Context: an optimization exercise on an open-source flow, tuned for small area, a short achievable clock period and few clock cycles. The choices shown serve that exercise and are no tape-out recipe. RTL that was checked went through simulation tests only; none was proved equivalent to the original.

Setup of epsilon:
==> flow/design.v <==
module Mult (
    input wire clk,
    input wire reset_total,
    input wire reset_local,
    input wire [31:0] operand_A_in,
    input wire [31:0] operand_B_in,
    output wire [31:0] product_Hi_out,
    output wire [31:0] product_Lo_out,
    output wire done
);
    localparam G  = 4;                 
    localparam W  = 2 * G;             
    localparam NG = (32 + W - 1) / W;  
    localparam NW = W + 33;            
    localparam NU = 64 - NW;           
    localparam NS = NW + 3;            
    reg  [NU-1:0] U;                   
    reg  [NW-1:0] S, C;                
    reg  [2:0]    q;                   
    reg  [NG-1:0] R;                   
    reg           swap;                
    reg  [G-1:0]  d_one, d_two, d_neg;  
    reg           first;               
    wire start = reset_local;
    wire busy  = |R;
    wire [NG-1:0] TA, TB;
    assign TA[0] = |operand_A_in;
    assign TB[0] = |operand_B_in;
    genvar j, k;
    generate
        for (j = 1; j < NG; j = j + 1) begin : g_t
            wire [32-W*j:0] ha = operand_A_in[31:W*j-1];
            wire [32-W*j:0] hb = operand_B_in[31:W*j-1];
            assign TA[j] = ~(&ha | ~|ha);
            assign TB[j] = ~(&hb | ~|hb);
        end
    endgenerate
    wire [NG-1:0] T0    = TA & TB;
    wire          swap0 = |(TB & ~TA);
    wire [NG-1:0] Rn  = R >> 1;
    wire [NG-1:0] oh  = start ? (T0 & ~(T0 >> 1)) : (Rn & ~(Rn >> 1));
    wire [W*NG:0] ae  = {{(W*NG-32){operand_A_in[31]}}, operand_A_in, 1'b0};
    wire [W*NG:0] be  = {{(W*NG-32){operand_B_in[31]}}, operand_B_in, 1'b0};
    reg  [W:0]    ga, gb;
    integer i;
    always @(*) begin
        ga = {(W+1){1'b0}};
        gb = {(W+1){1'b0}};
        for (i = 0; i < NG; i = i + 1) begin
            ga = ga | ({(W+1){oh[i]}} & ae[W*i +: W+1]);
            gb = gb | ({(W+1){oh[i]}} & be[W*i +: W+1]);
        end
    end
    wire       sw  = start ? swap0 : swap;
    wire [W:0] grp = sw ? ga : gb;
    wire [G-1:0] n_one, n_two, n_neg;
    generate
        for (k = 0; k < G; k = k + 1) begin : g_dec
            wire b0 = grp[2*k], b1 = grp[2*k+1], b2 = grp[2*k+2];
            assign n_one[k] = b1 ^ b0;
            assign n_two[k] = (b2 & ~b1 & ~b0) | (~b2 & b1 & b0);
            assign n_neg[k] = b2;
        end
    endgenerate
    wire [G-1:0] b_one, b_two, b_neg;
    wire [W:0]   blo = {operand_B_in[W-1:0], 1'b0};
    generate
        for (k = 0; k < G; k = k + 1) begin : g_bdec
            wire b0 = blo[2*k], b1 = blo[2*k+1], b2 = blo[2*k+2];
            assign b_one[k] = b1 ^ b0;
            assign b_two[k] = (b2 & ~b1 & ~b0) | (~b2 & b1 & b0);
            assign b_neg[k] = b2;
        end
    endgenerate
    wire [G-1:0] c_one = start ? b_one : d_one;
    wire [G-1:0] c_two = start ? b_two : d_two;
    wire [G-1:0] c_neg = start ? b_neg : d_neg;
    localparam [63:0] KC64 = 64'd0 - ((((64'd1 << (2 * G)) + 64'd8) / 64'd3) << 33);
    localparam [NS-1:0] KC = KC64[NS-1:0];
    wire [31:0] M  = (swap & ~start) ? operand_B_in : operand_A_in;  
    wire [33:0] m1 = {{2{M[31]}}, M};
    wire [33:0] m2 = {M[31], M, 1'b0};
    wire [NS-1:0] xs [0:G-1];
    reg  [W-1:0]  negbits;
    generate
        for (k = 0; k < G; k = k + 1) begin : g_pp
            wire [33:0] x = (({34{c_one[k]}} & m1) | ({34{c_two[k]}} & m2)) ^ {34{c_neg[k]}};
            if (k == 0) begin : g_first
                assign xs[k] = KC | {{(NS-36){1'b0}}, ~x[33], x[33], x[33], x[32:0]};
            end else begin : g_rest
                wire [NS-1:0] xe = {{(NS-34){1'b0}}, ~x[33], x[32:0]};
                assign xs[k] = xe << (2 * k);
            end
        end
    endgenerate
    always @(*) begin
        negbits = {W{1'b0}};
        for (i = 0; i < G; i = i + 1) negbits[2*i] = c_neg[i];
    end
    wire          clr = start | first;
    wire [NW-W-1:0] sl = clr ? {(NW-W){1'b0}} : S[NW-W-1:0];
    wire [NW-W-1:0] cl = clr ? {(NW-W){1'b0}} : C[NW-W-1:0];
    wire [NS-1:0] a0 = {{3{1'b0}}, sl, negbits};
    wire [NS-1:0] a1 = {{3{1'b0}}, cl, {W{1'b0}}};
    reg  [NS-1:0] ns, nc;
    wire [2:0]    nq = ns[NS-1:NW] + nc[NS-1:NW];   
    wire [2:0]    nq0 = {3{~nc[NW]}};
    function [2*NS-1:0] csa;
        input [NS-1:0] x, y, z;
        csa = {x ^ y ^ z, ((x & y) | (x & z) | (y & z)) << 1};
    endfunction
    generate
        if (G == 4) begin : g_t4
            always @(*) begin : b_t4
                reg [NS-1:0] s1, c1, s2, c2, s3, c3;
                {s1, c1} = csa(xs[0], xs[1], xs[2]);
                {s2, c2} = csa(xs[3], a0, a1);
                {s3, c3} = csa(s1, c1, s2);
                {ns, nc} = csa(s3, c3, c2);
            end
        end else if (G == 3) begin : g_t3
            always @(*) begin : b_t3
                reg [NS-1:0] s1, c1, s2, c2;
                {s1, c1} = csa(xs[0], xs[1], xs[2]);
                {s2, c2} = csa(s1, c1, a0);
                {ns, nc} = csa(s2, c2, a1);
            end
        end else begin : g_t2
            always @(*) begin : b_t2
                reg [NS-1:0] s1, c1;
                {s1, c1} = csa(a0, a1, xs[0]);
                {ns, nc} = csa(s1, c1, xs[1]);
            end
        end
    endgenerate
    wire [NU-5:0] uh  = U[NU-1:4];
    wire [NU-5:0] uhp = uh + 1'b1;
    wire [NU-5:0] uhm = uh - 1'b1;
    wire [3:0]    ul  = U[3:0];
    wire          qm2 = (q == 3'b110);
    wire          qm1 = (q == 3'b111);
    wire          qz  = (q == 3'b000);
    wire          qp1 = (q == 3'b001);
    wire          qp2 = (q == 3'b010);
    wire          b0  = (qm1 & (ul == 4'd0)) | (qm2 & (ul <= 4'd1));
    wire          c0  = (qp1 & (ul == 4'd15)) | (qp2 & (ul >= 4'd14));
    wire          b1  = qm2 & (ul == 4'd0);
    wire          c1  = (qz & (ul == 4'd15)) | (qp1 & (ul >= 4'd14)) | (qp2 & (ul >= 4'd13));
    wire [3:0]    l0  = ul + {q[2], q};
    wire [3:0]    l1  = ul + {q[2], q} + 4'd1;
    wire [NU-1:0] uq0 = {(b0 ? uhm : c0 ? uhp : uh), l0};
    wire [NU-1:0] uq1 = {(b1 ? uhm : c1 ? uhp : uh), l1};
    wire [W:0]    hs;
    ks_add #(.N(W)) u_hs (.a(S[NW-1:NW-W]), .b(C[NW-1:NW-W]), .y(hs));
    wire [NU-1:0] u_it = {(hs[W] ? uq1[NU-W-1:0] : uq0[NU-W-1:0]), hs[W-1:0]};
    localparam NL = NW / 2;
    localparam NH = NW - NL;
    wire [NL:0]   zl;
    wire [NH:0]   zh0, zh1;
    ks_add #(.N(NL)) u_zl (.a(S[NL-1:0]), .b(C[NL-1:0]), .y(zl));
    ks_add #(.N(NH)) u_zh0 (.a(S[NW-1:NL]), .b(C[NW-1:NL]), .y(zh0));
    ks_add1 #(.N(NH)) u_zh1 (.a(S[NW-1:NL]), .b(C[NW-1:NL]), .y(zh1));
    wire [NW:0]   z = {(zl[NL] ? zh1 : zh0), zl[NL-1:0]};
    wire [NU-1:0] u_fn = z[NW] ? uq1 : uq0;
    always @(posedge clk) begin
        if (reset_total) begin
            R   <= {NG{1'b0}};
        end else if (start) begin
            R   <= TB[1] ? T0 : {NG{1'b0}};
        end else if (busy) begin
            R   <= Rn;
        end
        if (start) begin
            first <= 1'b1;
            swap  <= swap0;
        end else if (busy) begin
            first <= 1'b0;
        end
        if (start) begin
            U    <= {NU{1'b0}};
            S    <= ns[NW-1:0];
            C    <= nc[NW-1:0];
            q    <= nq0;
        end else if (busy) begin
            U    <= first ? {NU{1'b0}} : u_it;
            S    <= ns[NW-1:0];
            C    <= nc[NW-1:0];
            q    <= nq;
        end
        if (start | busy) begin
            d_one <= n_one;
            d_two <= n_two;
            d_neg <= n_neg;
        end
    end
    assign done = ~busy;
    wire [63:0] P = {u_fn, z[NW-1:0]};
    assign product_Hi_out = P[63:32];
    assign product_Lo_out = P[31:0];
endmodule
module ks_add #(parameter N = 8) (
    input  wire [N-1:0] a,
    input  wire [N-1:0] b,
    output wire [N:0]   y
);
    reg [N-1:0] g, p, g2, p2;
    integer i, d;
    always @(*) begin
        g = a & b;
        p = a | b;
        for (d = 1; d < N; d = d * 2) begin
            g2 = g;
            p2 = p;
            for (i = d; i < N; i = i + 1) begin
                g2[i] = g[i] | (p[i] & g[i-d]);
                p2[i] = p[i] & p[i-d];
            end
            g = g2;
            p = p2;
        end
    end
    assign y = {g[N-1], (a ^ b) ^ {g[N-2:0], 1'b0}};
endmodule
module ks_add1 #(parameter N = 8) (
    input  wire [N-1:0] a,
    input  wire [N-1:0] b,
    output wire [N:0]   y
);
    reg [N-1:0] g, p, g2, p2;
    integer i, d;
    always @(*) begin
        g = (a & b) | {{(N-1){1'b0}}, a[0] | b[0]};
        p = a | b;
        for (d = 1; d < N; d = d * 2) begin
            g2 = g;
            p2 = p;
            for (i = d; i < N; i = i + 1) begin
                g2[i] = g[i] | (p[i] & g[i-d]);
                p2[i] = p[i] & p[i-d];
            end
            g = g2;
            p = p2;
        end
    end
    assign y = {g[N-1], (a ^ b) ^ {g[N-2:0], 1'b1}};
endmodule
export LEC_CHECK = 0
export ABC_AREA = 1
export CAP_MARGIN = 20
export CORE_MARGIN = 2
export CORE_UTILIZATION = 40
export CTS_BUF_LIST = sky130_fd_sc_hd__clkbuf_8
export SLEW_MARGIN = 20
create_clock -name core_clock -period 4.0 [get_ports {clk}]
standard.sh (not shown) runs the stock make flow with config.mk's settings and CLKGATE_MAP_FILE= SYNTH_SCRIPT=/design/flow/synth_recipe.tcl, a recipe that flattens the netlist after the stock synthesis.
==> flow/flow/run.sh <==
#!/bin/bash
# The standard layout, with the smallest buffer on the ports instead of the
# delay-cell buffers buffer_ports picks by default.
set -e
cp standard.sh standard.sh.txt
export BUFFER_PORTS_ARGS="-buffer_cell sky130_fd_sc_hd__buf_1"
bash standard.sh > standard.log 2>&1
Testbench counts of epsilon, summed over its fixed seeds: cycles 8,404.
[inputs] gamma vs epsilon
--- a/flow/design.v
+++ b/flow/design.v
@@ -63,6 +63,7 @@
         end
     endgenerate
+    wire         tb1 = TB[1];
     wire [G-1:0] b_one, b_two, b_neg;
-    wire [W:0]   blo = {operand_B_in[W-1:0], 1'b0};
+    wire [W:0]   blo = tb1 ? {operand_A_in[W-1:0], 1'b0} : {operand_B_in[W-1:0], 1'b0};
     generate
         for (k = 0; k < G; k = k + 1) begin : g_bdec
@@ -78,5 +79,6 @@
     localparam [63:0] KC64 = 64'd0 - ((((64'd1 << (2 * G)) + 64'd8) / 64'd3) << 33);
     localparam [NS-1:0] KC = KC64[NS-1:0];
-    wire [31:0] M  = (swap & ~start) ? operand_B_in : operand_A_in;  
+    wire        msw = start ? tb1 : swap;
+    wire [31:0] M  = msw ? operand_B_in : operand_A_in;  
     wire [33:0] m1 = {{2{M[31]}}, M};
     wire [33:0] m2 = {M[31], M, 1'b0};
@@ -167,5 +169,5 @@
             R   <= {NG{1'b0}};
         end else if (start) begin
-            R   <= TB[1] ? T0 : {NG{1'b0}};
+            R   <= (TB[1] & TA[1]) ? T0 : {NG{1'b0}};
         end else if (busy) begin
             R   <= Rn;
## What came out
- Final checks on gamma, whose flow otherwise completed, came back failing, citing setup timing.
- epsilon → gamma: number of different library cells in the post-synthesis netlist now sits lower; setup slack of the critical path after layout now sits lower; total of cells resized after clock tree synthesis now sits higher; summed instance area of the synthesized netlist now sits higher; synthesized cell count now sits higher.
- Vertical die dimension: lower on epsilon
- register to output port as the type of the worst setup path was reported by epsilon, and primary input to register by gamma.
- gamma vs epsilon — total length of routed wires climbed by more than 10%
- gamma ended with more post-layout utilization of the core than epsilon.
- Compared with epsilon, gamma shows placed cell area higher by 9.9%.
- In the flow results for epsilon and gamma, the number of buffers added for setup after CTS is larger on gamma.
Only the layout flow was run in gamma; the RTL was not checked for function there.

-- what the ideal ports hide --
In the flow no input, the clock included, has a driving cell. The finished layouts below were timed again as built, in two steps.
Step 1 assumes that a clkbuf_16 drives the clock port and a buf_2 every other input.
Step 2 also shifts input and output timing later by t, the mid clock arrival at the registers, as if the neighbouring blocks saw the same clock.
Three values: no drivers, after step 1, after step 2; two values: the first two.
| run | shift t [ns] | setup slack, ns | worst setup path at the end | latest minus earliest clock arrival (ns) | slew at the worst register clock pin (ns) |
|---|---|---|---|---|---|
| epsilon | 0.538 | 0.166 / 0.115 / -0.120 | input to register | 0.021 / 0.020 | 0.09 / 0.09 |
| gamma | 0.572 | -0.160 / -0.137 / -0.709 | input to register | 0.026 / 0.026 | 0.10 / 0.10 |
With both steps, setup timing fails in epsilon, where it was met with ideal ports. For gamma, which loses most, drivers alone change the setup slack by +0.023 ns; drivers and shift together by -0.549 ns.
